What follows belongs to an exercise in optimizing a design on an open flow for small area, a short achievable clock period and few clock cycles; a production flow would make more cautious choices.
Function was checked by simulation only, so behaviour that the tests miss may differ from the original.

== 08-02 ==
==> flow/design.v (excerpt) <==
module FFT_TOP #(
    parameter N = 32,
    word_size = 16
) (
    input wire clk, reset, en,
    input wire input_valid, receiver_ready,
    input wire [word_size*2-1: 0] i_input_sample1, i_input_sample2,
    output wire output_valid,
    output wire [word_size*2-1: 0] o_output_sample1, o_output_sample2
);
For scale: roughly 2100 flip-flops, roughly 130 I/O pins.
==> module bfu, before the edit <==
module bfu (
    input wire clk,
    input wire [31:0] A, B,
    input wire [23:0] dr, di, dn,
    output wire [31:0] out1, out2
);
reg [31:0] r_A, r_B;
reg [23:0] r_dr0, r_dr1, r_di, r_dn;
always @(posedge clk) begin
    r_A <= A;
    r_B <= B;
    r_dr0 <= dr;
    r_dr1 <= dr;
    r_di <= di;
    r_dn <= dn;
end
function [17:0] pprow;
    input [15:0] x;
    input [2:0] d;
    reg [16:0] m;
    begin
        m = d[0] ? {x[15], x} : (d[1] ? {x, 1'b0} : 17'd0);
        pprow = {~(m[16] ^ d[2]), m ^ {17{d[2]}}};
    end
endfunction
localparam [30:0] KROW = 31'h00004000 - 31'h55540000;
wire [15:0] Br = r_B[31:16], Bi = r_B[15:0];
wire [31*19-1:0] re_rows, im_rows;
genvar gi;
generate
    for (gi = 0; gi < 8; gi = gi + 1) begin : pp
        wire [2:0] cr0 = r_dr0[3*gi+2:3*gi];
        wire [2:0] cr1 = r_dr1[3*gi+2:3*gi];
        wire [2:0] ci = r_di[3*gi+2:3*gi];
        wire [2:0] cn = r_dn[3*gi+2:3*gi];                      
        wire [48:0] sr0 = {31'd0, pprow(Br, cr0)} << (2*gi);    
        wire [48:0] sr1 = {31'd0, pprow(Bi, cn)} << (2*gi);     
        wire [48:0] si0 = {31'd0, pprow(Bi, cr1)} << (2*gi);    
        wire [48:0] si1 = {31'd0, pprow(Br, ci)} << (2*gi);     
        assign re_rows[31*(2*gi)+30:31*(2*gi)] = sr0[30:0];
        assign re_rows[31*(2*gi+1)+30:31*(2*gi+1)] = sr1[30:0];
        assign im_rows[31*(2*gi)+30:31*(2*gi)] = si0[30:0];
        assign im_rows[31*(2*gi+1)+30:31*(2*gi+1)] = si1[30:0];
        assign re_rows[31*16+2*gi+1:31*16+2*gi] = {1'b0, cr0[2]};
        assign re_rows[31*17+2*gi+1:31*17+2*gi] = {1'b0, cn[2]};
        assign im_rows[31*16+2*gi+1:31*16+2*gi] = {1'b0, cr1[2]};
        assign im_rows[31*17+2*gi+1:31*17+2*gi] = {1'b0, ci[2]};
    end
endgenerate
assign re_rows[31*17-1:31*16+16] = 15'd0;
assign re_rows[31*18-1:31*17+16] = 15'd0;
assign im_rows[31*17-1:31*16+16] = 15'd0;
assign im_rows[31*18-1:31*17+16] = 15'd0;
assign re_rows[31*19-1:31*18] = KROW;
assign im_rows[31*19-1:31*18] = KROW;
wire [31*4-1:0] re_r4, im_r4;
dadda19to4 re_tree (.rows(re_rows), .o(re_r4));
dadda19to4 im_tree (.rows(im_rows), .o(im_r4));
reg [31*4-1:0] k_re, k_im;
reg [31:0] k_A;
always @(posedge clk) begin
    k_re <= re_r4;
    k_im <= im_r4;
    k_A <= r_A;
end
wire [30:0] re_s, re_c, im_s, im_c;
csa_4to2 re_tree2 (.rows(k_re), .s(re_s), .c(re_c));
csa_4to2 im_tree2 (.rows(k_im), .s(im_s), .c(im_c));
wire [30:0] Rs = re_s + re_c;
wire [30:0] Is = im_s + im_c;
reg [31:0] m_T, m_A;
always @(posedge clk) begin
    m_T <= {Rs[30:15], Is[30:15]};
    m_A <= k_A;
end
wire [15:0] Tr = m_T[31:16], Ti = m_T[15:0];
wire [15:0] Ar = m_A[31:16], Ai = m_A[15:0];
assign out1 = {Ar + Tr, Ai + Ti};
assign out2 = {Ar - Tr, Ai - Ti};
endmodule
clock: 10.0 ns
lec_check: 0
cap_margin: 20
core_margin: 2
core_utilization: 55
slew_margin: 20
standard.sh (not shown) runs the stock make flow with config.mk's settings and CLKGATE_MAP_FILE= SYNTH_SCRIPT=/design/flow/synth_recipe.tcl, a recipe that flattens the netlist after the stock synthesis.
==> flow/flow/run.sh <==
#!/bin/bash
# The standard layout, with timing repair aimed at a 3.6 ns period: the clock
# stays at the design's period, repair_timing is only told to keep a 6.4 ns
# setup margin, without gate cloning (clones overloaded some nets).
# Every step's output goes to its own log here.
set -e
export SETUP_SLACK_MARGIN=6.4
export SKIP_GATE_CLONING=1
bash standard.sh > standard.log 2>&1
Testbench counts of 08-02, summed over its fixed seeds: cycles 15,360.
For 07-23, these inputs were changed with respect to 08-02:
--- a/flow/design.v
+++ b/flow/design.v
@@ -349,19 +349,25 @@
 end
 wire [30:0] re_s, re_c, im_s, im_c;
 csa_4to2 re_tree2 (.rows(k_re), .s(re_s), .c(re_c));
 csa_4to2 im_tree2 (.rows(k_im), .s(im_s), .c(im_c));
-wire [30:0] Rs = re_s + re_c;
-wire [30:0] Is = im_s + im_c;
-reg [31:0] m_T, m_A;
+wire [15:0] re_lo = {1'b0, re_s[14:0]} + {1'b0, re_c[14:0]};
+wire [15:0] im_lo = {1'b0, im_s[14:0]} + {1'b0, im_c[14:0]};
+reg [15:0] m_sR, m_cR, m_sI, m_cI;
+reg m_kR, m_kI;
+reg [31:0] m_A;
 always @(posedge clk) begin
-    m_T <= {Rs[30:15], Is[30:15]};
+    m_sR <= re_s[30:15];
+    m_cR <= re_c[30:15];
+    m_kR <= re_lo[15];
+    m_sI <= im_s[30:15];
+    m_cI <= im_c[30:15];
+    m_kI <= im_lo[15];
     m_A <= k_A;
 end
-wire [15:0] Tr = m_T[31:16], Ti = m_T[15:0];
 wire [15:0] Ar = m_A[31:16], Ai = m_A[15:0];
-assign out1 = {Ar + Tr, Ai + Ti};
-assign out2 = {Ar - Tr, Ai - Ti};
+assign out1 = {Ar + m_sR + m_cR + {15'd0, m_kR}, Ai + m_sI + m_cI + {15'd0, m_kI}};
+assign out2 = {Ar + ~m_sR + ~m_cR + {15'd0, ~m_kR} + 16'd1, Ai + ~m_sI + ~m_cI + {15'd0, ~m_kI} + 16'd1};
 endmodule
 module csa_4to2 (
     input wire [31*4-1:0] rows,
     output wire [30:0] s, c
[summary]
- Looking at global routing met3 resource utilization across 08-02 and 07-23, the one that comes out higher is 07-23.
- Design area | 07-23 above 08-02
- Compared 07-23 vs 08-02, and post-CTS setup buffer count is up in 07-23.
- Cell count after placement for 07-23 is higher than for 08-02.
- The count of plain and timing-repair buffers of 07-23 exceeds that of 08-02 by 21%.
- Taking 07-23 over 08-02, the met3 wirelength from detailed routing ratio works out to 1.3.
- NOTE area used by sequential logic in the layout 08-02->07-23 increased by a few percent
- Delta (07-23 minus 08-02): number of instances resized during post-cts repair climbed about 70%; setup clock skew after layout went up; cell count now larger; sequential cell area share now smaller.
- [07-23 vs 08-02] global-route usage: higher in 07-23
Testbench counts of 07-23, summed over its fixed seeds: cycles 15,360.

FFT_TOP, a different RTL version from the one above (not shown whole).
Size: ~10000 cells after synthesis, about 120000 sq um of cells after synthesis.
==> flow/config.mk <==
export PLATFORM = sky130hd
export DESIGN_NAME = FFT_TOP
export DESIGN_NICKNAME = FFT_TOP
export VERILOG_FILES = /design/flow/design.v
export SDC_FILE = /design/flow/constraint.sdc
export NUM_CORES = 4
export LEC_CHECK = 0
export CAP_MARGIN = 20
export CORE_MARGIN = 2
export CORE_UTILIZATION = 55
export SLEW_MARGIN = 20
==> flow/constraint.sdc <==
create_clock -name core_clock -period 10.0 [get_ports {clk}]
set_input_delay 2.0000 -clock core_clock [delete_from_list [all_inputs] [get_ports {clk}]]
set_output_delay 2.0000 -clock core_clock [all_outputs]
set_load 0.01 [all_outputs]
Scripts as last shown in full above: flow/flow/run.sh
The baseline completed without violations.
Testbench counts at the start, summed over its fixed seeds: cycles 15,360.
Next try:
--- a/flow/design.v
+++ b/flow/design.v
@@ -26,54 +26,47 @@
     case (s)
         3'd0: rotl5 = x;
         3'd1: rotl5 = {x[3:0], x[4]};
         3'd2: rotl5 = {x[2:0], x[4:3]};
         3'd3: rotl5 = {x[1:0], x[4:2]};
         default: rotl5 = {x[0], x[4:1]};
     endcase
 endfunction
 wire comp = (state == S_COMP);
 wire pre = (state == S_IN) && (in_cnt >= 4'd7) && (in_cnt != 4'd15);
 wire [2:0] t0 = in_cnt[2:0] + 3'd1;                       
 wire issuing = comp || pre;
-wire [2:0] s = pre ? 3'd0 : {1'b0, q[4:3]} + 3'd1;
-wire [2:0] i3 = pre ? {t0[0], t0[1], t0[2]} : q[2:0];
-wire slot_v = pre || comp;
+wire [2:0] s = pre ? 3'd0 : (q < 6'd24) ? {1'b0, q[4:3]} + 3'd1 : 3'd4;
+wire [2:0] i3 = pre ? {t0[0], t0[1], t0[2]} : (q < 6'd24) ? q[2:0] : q[2:0] - 3'd2;    
+wire slot_v = pre || (comp && !(q == 6'd24 || q == 6'd25));
 reg [4:0] aP1, aP2, aQ1, aQ2;
 reg [3:0] twP, twQ;
 always @(*) begin
     if (s == 3'd4) begin
         aP1 = {1'b0, i3, 1'b0};
         aP2 = {1'b1, i3, 1'b0};
         aQ1 = {1'b0, i3, 1'b1};
         aQ2 = {1'b1, i3, 1'b1};
         twP = {i3, 1'b0};
         twQ = {i3, 1'b1};
-    end else if (s == 3'd3) begin
-        aP1 = rotl5({i3[1:0], i3[2], 2'b00}, 3'd3);
-        aQ1 = rotl5({i3[1:0], i3[2], 2'b10}, 3'd3);
-        aP2 = aP1 | 5'd8;
-        aQ2 = aQ1 | 5'd8;
-        twP = {i3[1:0], i3[2], 1'b0};
-        twQ = {i3[1:0], i3[2], 1'b0};
     end else begin
         aP1 = rotl5({1'b0, i3, 1'b0}, s);
         aQ1 = rotl5({1'b1, i3, 1'b0}, s);
         aP2 = aP1 | (5'd1 << s);
         aQ2 = aQ1 | (5'd1 << s);
         case (s)
             3'd0: begin twP = 4'd0;              twQ = 4'd0; end
             3'd1: begin twP = 4'd0;              twQ = 4'd8; end
             3'd2: begin twP = {1'b0, i3[2], 2'b0}; twQ = {1'b1, i3[2], 2'b0}; end
-            default: begin twP = 4'd0;              twQ = 4'd0; end
+            default: begin twP = {1'b0, i3[2:1], 1'b0}; twQ = {1'b1, i3[2:1], 1'b0}; end
         endcase
     end
 end
 wire d_beat, m_beat, d_first;
 reg [4:0] out_m_n;
 always @(*) begin
     out_m_n = out_m;
     if (d_beat)
         out_m_n = d_first ? (rr_r ? 5'd1 : 5'd0) : (direct ? out_m + 5'd1 : out_m);
     if (m_beat)
         out_m_n = (out_m[3:0] == 4'd15) ? 5'd0 : out_m + 5'd1;
 end
@@ -247,25 +240,25 @@
         case (state)
             S_IN: begin
                 if (input_valid) begin
                     in_cnt <= in_cnt + 4'd1;
                     if (in_cnt == 4'd15) begin
                         state <= S_COMP;
                         q <= 6'd0;
                     end
                 end
             end
             S_COMP: begin
                 q <= q + 6'd1;
-                if (q == 6'd31) begin
+                if (q == 6'd33) begin
                     state <= S_OUT;
                     drain <= 3'd4;
                 end
             end
             default: ;
         endcase
         if (d_beat) begin
             if (d_first) begin
                 direct <= rr_r;
                 ov <= rr_r;
             end else
                 ov <= direct;
@@ -341,40 +334,35 @@
 dadda19to4 re_tree (.rows(re_rows), .o(re_r4));
 dadda19to4 im_tree (.rows(im_rows), .o(im_r4));
 reg [31*4-1:0] k_re, k_im;
 reg [31:0] k_A;
 always @(posedge clk) begin
     k_re <= re_r4;
     k_im <= im_r4;
     k_A <= r_A;
 end
 wire [30:0] re_s, re_c, im_s, im_c;
 csa_4to2 re_tree2 (.rows(k_re), .s(re_s), .c(re_c));
 csa_4to2 im_tree2 (.rows(k_im), .s(im_s), .c(im_c));
-wire [15:0] re_lo = {1'b0, re_s[14:0]} + {1'b0, re_c[14:0]};
-wire [15:0] im_lo = {1'b0, im_s[14:0]} + {1'b0, im_c[14:0]};
-wire [15:0] re_hi = re_s[30:15] + re_c[30:15];
-wire [15:0] im_hi = im_s[30:15] + im_c[30:15];
+wire [30:0] Rs = re_s + re_c;
+wire [30:0] Is = im_s + im_c;
 reg [31:0] m_T, m_A;
-reg m_kR, m_kI;
 always @(posedge clk) begin
-    m_T <= {re_hi, im_hi};
-    m_kR <= re_lo[15];
-    m_kI <= im_lo[15];
+    m_T <= {Rs[30:15], Is[30:15]};
     m_A <= k_A;
 end
 wire [15:0] Tr = m_T[31:16], Ti = m_T[15:0];
 wire [15:0] Ar = m_A[31:16], Ai = m_A[15:0];
-assign out1 = {Ar + Tr + {15'd0, m_kR}, Ai + Ti + {15'd0, m_kI}};
-assign out2 = {Ar + ~Tr + {15'd0, ~m_kR}, Ai + ~Ti + {15'd0, ~m_kI}};
+assign out1 = {Ar + Tr, Ai + Ti};
+assign out2 = {Ar - Tr, Ai - Ti};
 endmodule
 module csa_4to2 (
     input wire [31*4-1:0] rows,
     output wire [30:0] s, c
 );
 function [61:0] csa;
     input [30:0] a, b, d;
     begin
         csa[30:0] = a ^ b ^ d;
         csa[61:31] = {(a[29:0] & b[29:0]) | (a[29:0] & d[29:0]) | (b[29:0] & d[29:0]), 1'b0};
     end
 endfunction
Result: The changed run finished clean; worst setup slack gets worse by 0.30 ns; die area hardly moves; cell area stays flat; count of clock-buffer cells in the layout decreases by 4; non-clock buffer count increases by 2; worst hold slack gets worse by 0.0049 ns; area after synthesis hardly moves; via count decreases by 0.74%; flip-flop and latch count decreases by 3; final cell count is about the same; first-iteration DRC count decreases by about 13%.
Testbench counts after the change, summed over its fixed seeds: cycles 15,872.

==> what the ideal ports hide <==
The results above use ideal ports. As a check the final layouts listed here were re-extracted and re-timed, cells and wires unchanged.
Step 1, drivers: a clkbuf_16 drives clk and a buf_2 each remaining input, both assumed.
Step 2 also shifts input and output timing later by t, the mid clock arrival at the registers, as if the neighbouring blocks saw the same clock.
Three values: no drivers, after step 1, after step 2; two values: the first two.
run	t (ns)	slack for setup (ns)	clock arrival spread, ns	slew at the worst register clock pin (ns)	pins driven straight from the clock port
08-02	0.979	6.137 / 6.137 / 5.827	0.080 / 0.079	0.07 / 0.07	1
07-23	1.000	6.062 / 6.062 / 5.776	0.107 / 0.106	0.07 / 0.07	1
the first run of note 2	0.963	6.357 / 6.357 / 5.908	0.084 / 0.084	0.07 / 0.07	1
the second run of note 2	0.982	6.058 / 6.058 / 5.517	0.086 / 0.086	0.07 / 0.07	1
After both steps every run listed still meets setup and hold. The setup slack of the second run of note 2, which loses most, moves by 0.000 ns with the drivers and by -0.541 ns with both steps.
